What follows belongs to an exercise in optimizing a design on an open flow for small area and few clock cycles per item; a production flow would make more cautious choices.
At most, simulation tests tie the RTL to the original design; equivalence was not proved.

== the baseline ==
==> module encrypt_v2, before the edit <==
module encrypt_v2(  input wire [ 80 - 1 : 0 ]   k,
                    input wire [ 64 - 1 : 0 ]   m,
                   output wire [ 64 - 1 : 0 ]   c,
                    input wire                  clk,
                    input wire                  req,
                   output wire                  ack );
  localparam LR = 2;             
  localparam R  = 1 << LR;
  localparam PW = 5 - LR;        
  reg [ 63 : 0 ]     state;      
  reg [ 79 : 0 ]     key;        
  reg [ PW - 1 : 0 ] phase;      
  reg                done;
  reg  [ 3 : 0 ]     ld_s;       
  reg  [ 3 : 0 ]     ld_k;       
  wire               last = ( phase == { PW { 1'b1 } } );
  wire [ 79 : 0 ] kc [ 0 : R ];
  wire [ 63 : 0 ] xs [ 1 : R ];
  wire [ 63 : 0 ] sp0;
  wire [ PW - 1 : 0 ] phase_n = phase + 1'b1;
  genvar q;
  generate
    for ( q = 0; q < 4; q = q + 1 ) begin : ldmux
      assign kc[ 0 ][ 20 * q +: 20 ] = ld_k[ q ] ? k[ 20 * q +: 20 ] : key[ 20 * q +: 20 ];
      assign xs[ 1 ][ 16 * q +: 16 ] = ( ld_s[ q ] ? m[ 16 * q +: 16 ] : sp0[ 16 * q +: 16 ] )
                                      ^ kc[ 0 ][ 16 + 16 * q +: 16 ];
    end
  endgenerate
  sp_layer sp( .r( sp0 ), .x( state ) );
  genvar j;
  generate
    for ( j = 1; j < R; j = j + 1 ) begin : stage
      wire [ 63 : 0 ] t;
      key_schedule ks( .r( kc[ j ] ), .x( kc[ j - 1 ] ), .i( { phase, j[ LR - 1 : 0 ] } ) );
      sp_layer sp( .r( t ), .x( xs[ j ] ) );
      assign xs[ j + 1 ] = t ^ kc[ j ][ 79 : 16 ];
    end
  endgenerate
  key_schedule ksl( .r( kc[ R ] ), .x( kc[ R - 1 ] ), .i( { phase_n, { LR { 1'b0 } } } ) );
  always @( posedge clk ) begin
    if ( !done )
      state <= xs[ R ];
    key  <= kc[ R ];
    ld_s <= { !req | done | last, !req | last, !req | done, !req };
    ld_k <= { !req | ( done & phase[ 2 ] ), !req | ( done & phase[ 1 ] ), !req | ( done & phase[ 0 ] ), !req | ( done & ~phase[ 0 ] ) };
    if ( !req ) begin
      phase <= 0;
      done  <= 1'b0;
    end else if ( !done ) begin
      phase <= phase_n;
      done  <= ( phase == { PW { 1'b1 } } );
    end
  end
  assign ack = done;
  assign c   = state;
endmodule
==> flow/config.mk <==
export PLATFORM = sky130hd
export DESIGN_NAME = encrypt_v2
export DESIGN_NICKNAME = encrypt_v2
export VERILOG_FILES = /design/flow/design.v
export SDC_FILE = /design/flow/constraint.sdc
export NUM_CORES = 4
export LEC_CHECK = 0
export CAP_MARGIN = 20
export CORE_MARGIN = 2
export CORE_UTILIZATION = 60
export PLACE_DENSITY = 0.75
export SLEW_MARGIN = 20
==> flow/constraint.sdc <==
create_clock -name core_clock -period 5.0 [get_ports {clk}]
set_input_delay 1.0000 -clock core_clock [delete_from_list [all_inputs] [get_ports {clk}]]
set_output_delay 1.0000 -clock core_clock [all_outputs]
set_load 0.01 [all_outputs]
standard.sh (not shown) runs the stock make flow with config.mk's settings and CLKGATE_MAP_FILE= SYNTH_SCRIPT=/design/flow/synth_recipe.tcl, a recipe that flattens the netlist after the stock synthesis.
==> flow/flow/run.sh <==
#!/bin/bash
# Layout flow: the standard synthesis, then the combinational logic between the
# registers is re-mapped by ABC for area (the registers, their names and cell types stay
# as the standard synthesis made them), then the standard layout with 1x port buffers.
set -euo pipefail
W=$(pwd)
F=$W/flow
YOSYS=yosys
if [[ -x $FLOW_HOME/../tools/install/yosys/bin/yosys ]]; then
  YOSYS=$FLOW_HOME/../tools/install/yosys/bin/yosys
fi
LIB=$FLOW_HOME/platforms/$FLOW_PLATFORM/lib/sky130_fd_sc_hd__tt_025C_1v80.lib
R=$W/orfs/results/$FLOW_PLATFORM/encrypt_v2/base
EXTRA="GPL_KEEP_OVERFLOW=0"

bash standard.sh synth > $W/synth.log 2>&1
cp $R/1_2_yosys.v $W/standard_synth.v

# flip-flop cell types in the standard netlist stay black boxes
FFS=$(grep -oE 'sky130_fd_sc_hd__(dfxtp|edfxtp|dfrtp|dfstp|dfbbp|sdfxtp|dlxtp|conb)[a-z0-9_]*' $W/standard_synth.v | sort -u | tr '\n' ' ')
printf 'set_driving_cell sky130_fd_sc_hd__buf_1\nset_load 5\n' > $W/abc.constr

# resyn IN OUT SCRIPT: one ABC pass over the combinational logic of netlist IN
resyn() {
  local in=$1 out=$2 script=$3
  cat > $out.ys <<EOT
read_liberty -ignore_miss_func $LIB
setattr -mod -set keep_hierarchy 1 $FFS
read_verilog $in
hierarchy -top $FLOW_TOP
flatten
opt_clean
abc -script $F/$script.abc -liberty $LIB -D 4000 -constr $W/abc.constr -dont_use sky130_fd_sc_hd__probe_p_8 -dont_use sky130_fd_sc_hd__probec_p_8 -dont_use sky130_fd_sc_hd__lpflow_*
opt_clean -purge
hierarchy -top $FLOW_TOP
tee -o $out.area stat -liberty $LIB
write_verilog -noattr -noexpr -nohex -nodec -selected $out.all
EOT
  $YOSYS -s $out.ys > $out.log 2>&1
  awk -v top="$FLOW_TOP" '$1=="module" && $2 ~ "^"top"\\(" {p=1} p{print} p && /^endmodule/{p=0}' $out.all > $out
  grep -q "^module $FLOW_TOP(" $out
}
area() { grep "Chip area for top module" $1.area | awk '{print $NF}'; }

# pick the smallest of several ABC scripts, twice
best=$W/standard_synth.v
for round in 1 2; do
  if [[ $round == 1 ]]; then scripts="b1 d2 c2 a2"; else scripts="d2 e1 e4"; fi
  for s in $scripts; do resyn $best $W/resyn_${round}_$s.v $s & done
  wait
  cand=$best; carea=1e12
  [[ $round == 2 ]] && carea=$(area $best)
  for s in $scripts; do
    a=$(area $W/resyn_${round}_$s.v)
    echo "round $round script $s area $a" >> $W/resyn_choice.log
    if awk -v a=$a -v b=$carea 'BEGIN{exit !(a<b)}'; then cand=$W/resyn_${round}_$s.v; carea=$a; fi
  done
  best=$cand
  echo "round $round best $best $carea" >> $W/resyn_choice.log
done
cp $best $W/resyn.v
cp $W/resyn.v $R/1_2_yosys.v

bash standard.sh finish "BUFFER_PORTS_ARGS=-buffer_cell sky130_fd_sc_hd__buf_1" $EXTRA > $W/layout.log 2>&1
Other scripts of this flow, unchanged in this note and not shown: flow/flow/a2.abc, flow/flow/b1.abc, flow/flow/c2.abc, flow/flow/d2.abc, flow/flow/e1.abc, flow/flow/e4.abc
The final report for the baseline shows a completed flow and a layout that fails verification, specifically negative setup slack.
### the baseline -> the candidate
==> flow/design.v, changed modules only <==
module encrypt_v2(  input wire [ 80 - 1 : 0 ]   k,
                    input wire [ 64 - 1 : 0 ]   m,
                   output wire [ 64 - 1 : 0 ]   c,
                    input wire                  clk,
                    input wire                  req,
                   output wire                  ack );
  localparam LR = 2;             
  localparam R  = 1 << LR;
  localparam PW = 5 - LR;        
  reg [ 63 : 0 ]     state;      
  reg [ 79 : 0 ]     key;        
  reg [ PW - 1 : 0 ] phase;      
  reg                done;
  reg                load;       
  wire [ 79 : 0 ] kc [ 0 : R ];
  wire [ 63 : 0 ] xs [ 1 : R ];
  wire [ 63 : 0 ] sp0;
  wire [ PW - 1 : 0 ] phase_n = phase + 1'b1;
  assign kc[ 0 ] = load ? k : key;
  sp_layer sp( .r( sp0 ), .x( state ) );
  assign xs[ 1 ] = ( load ? m : sp0 ) ^ kc[ 0 ][ 79 : 16 ];
  genvar j;
  generate
    for ( j = 1; j < R; j = j + 1 ) begin : stage
      wire [ 63 : 0 ] t;
      key_schedule ks( .r( kc[ j ] ), .x( kc[ j - 1 ] ), .i( { phase, j[ LR - 1 : 0 ] } ) );
      sp_layer sp( .r( t ), .x( xs[ j ] ) );
      assign xs[ j + 1 ] = t ^ kc[ j ][ 79 : 16 ];
    end
  endgenerate
  key_schedule ksl( .r( kc[ R ] ), .x( kc[ R - 1 ] ), .i( { phase_n, { LR { 1'b0 } } } ) );
  always @( posedge clk ) begin
    if ( !done )
      state <= xs[ R ];
    key  <= kc[ R ];
    load <= !req;
    if ( !req ) begin
      phase <= 0;
      done  <= 1'b0;
    end else if ( !done ) begin
      phase <= phase_n;
      done  <= ( phase == { PW { 1'b1 } } );
    end
  end
  assign ack = done;
  assign c   = state;
endmodule
--- outcome ---
- The candidate finished all stages; layout check result: FAIL, due to negative setup slack.
- NOTE: final wirelength in the candidate falls short of that of the baseline
- Taking the baseline as the reference, in the candidate iteration-0 DRC count of the detailed router now sits lower; overall global routing resource usage went down 2.8 points; number of gates resized after cts fell by 62; global-route track usage on met2 shows a reduction of 6.3 points.
- Compared with the baseline, the detailed router inserted fewer vias in the candidate.
Testbench counts of the candidate, summed over its fixed seeds: cycles 4,600, items 512.
The RTL of the baseline was laid out without a check of its function.

[afterwards: timing with drivers on the ports]
Ports are ideal in the flow. The routed layouts listed here were re-timed in OpenROAD. Step 1 (the two cells are an assumption about what drives the block):
set clk [get_ports {clk}]
set_driving_cell -lib_cell sky130_fd_sc_hd__clkbuf_16 $clk
set_driving_cell -lib_cell sky130_fd_sc_hd__buf_2 [delete_from_list [all_inputs] $clk]
Step 2 adds t to the input delays and takes it off the output delays; t is the mean of the earliest and latest rising clock arrival at the registers after step 1. Input paths then give back, and output paths get back, about the clock's delay inside the block. Three values: no drivers, after step 1, after step 2; two values: the first two.
run	t (ns)	setup slack, ns	worst hold slack (ns)	latest minus earliest clock arrival (ns)
the baseline	0.510	-0.147 / -0.147 / -0.248	0.602 / 0.602 / 0.602	0.018 / 0.019
the candidate	0.496	-0.143 / -0.143 / -0.250	0.606 / 0.606 / 0.606	0.014 / 0.014
For the candidate, which loses most, drivers alone change the setup slack by 0.000 ns; drivers and shift together by -0.107 ns.
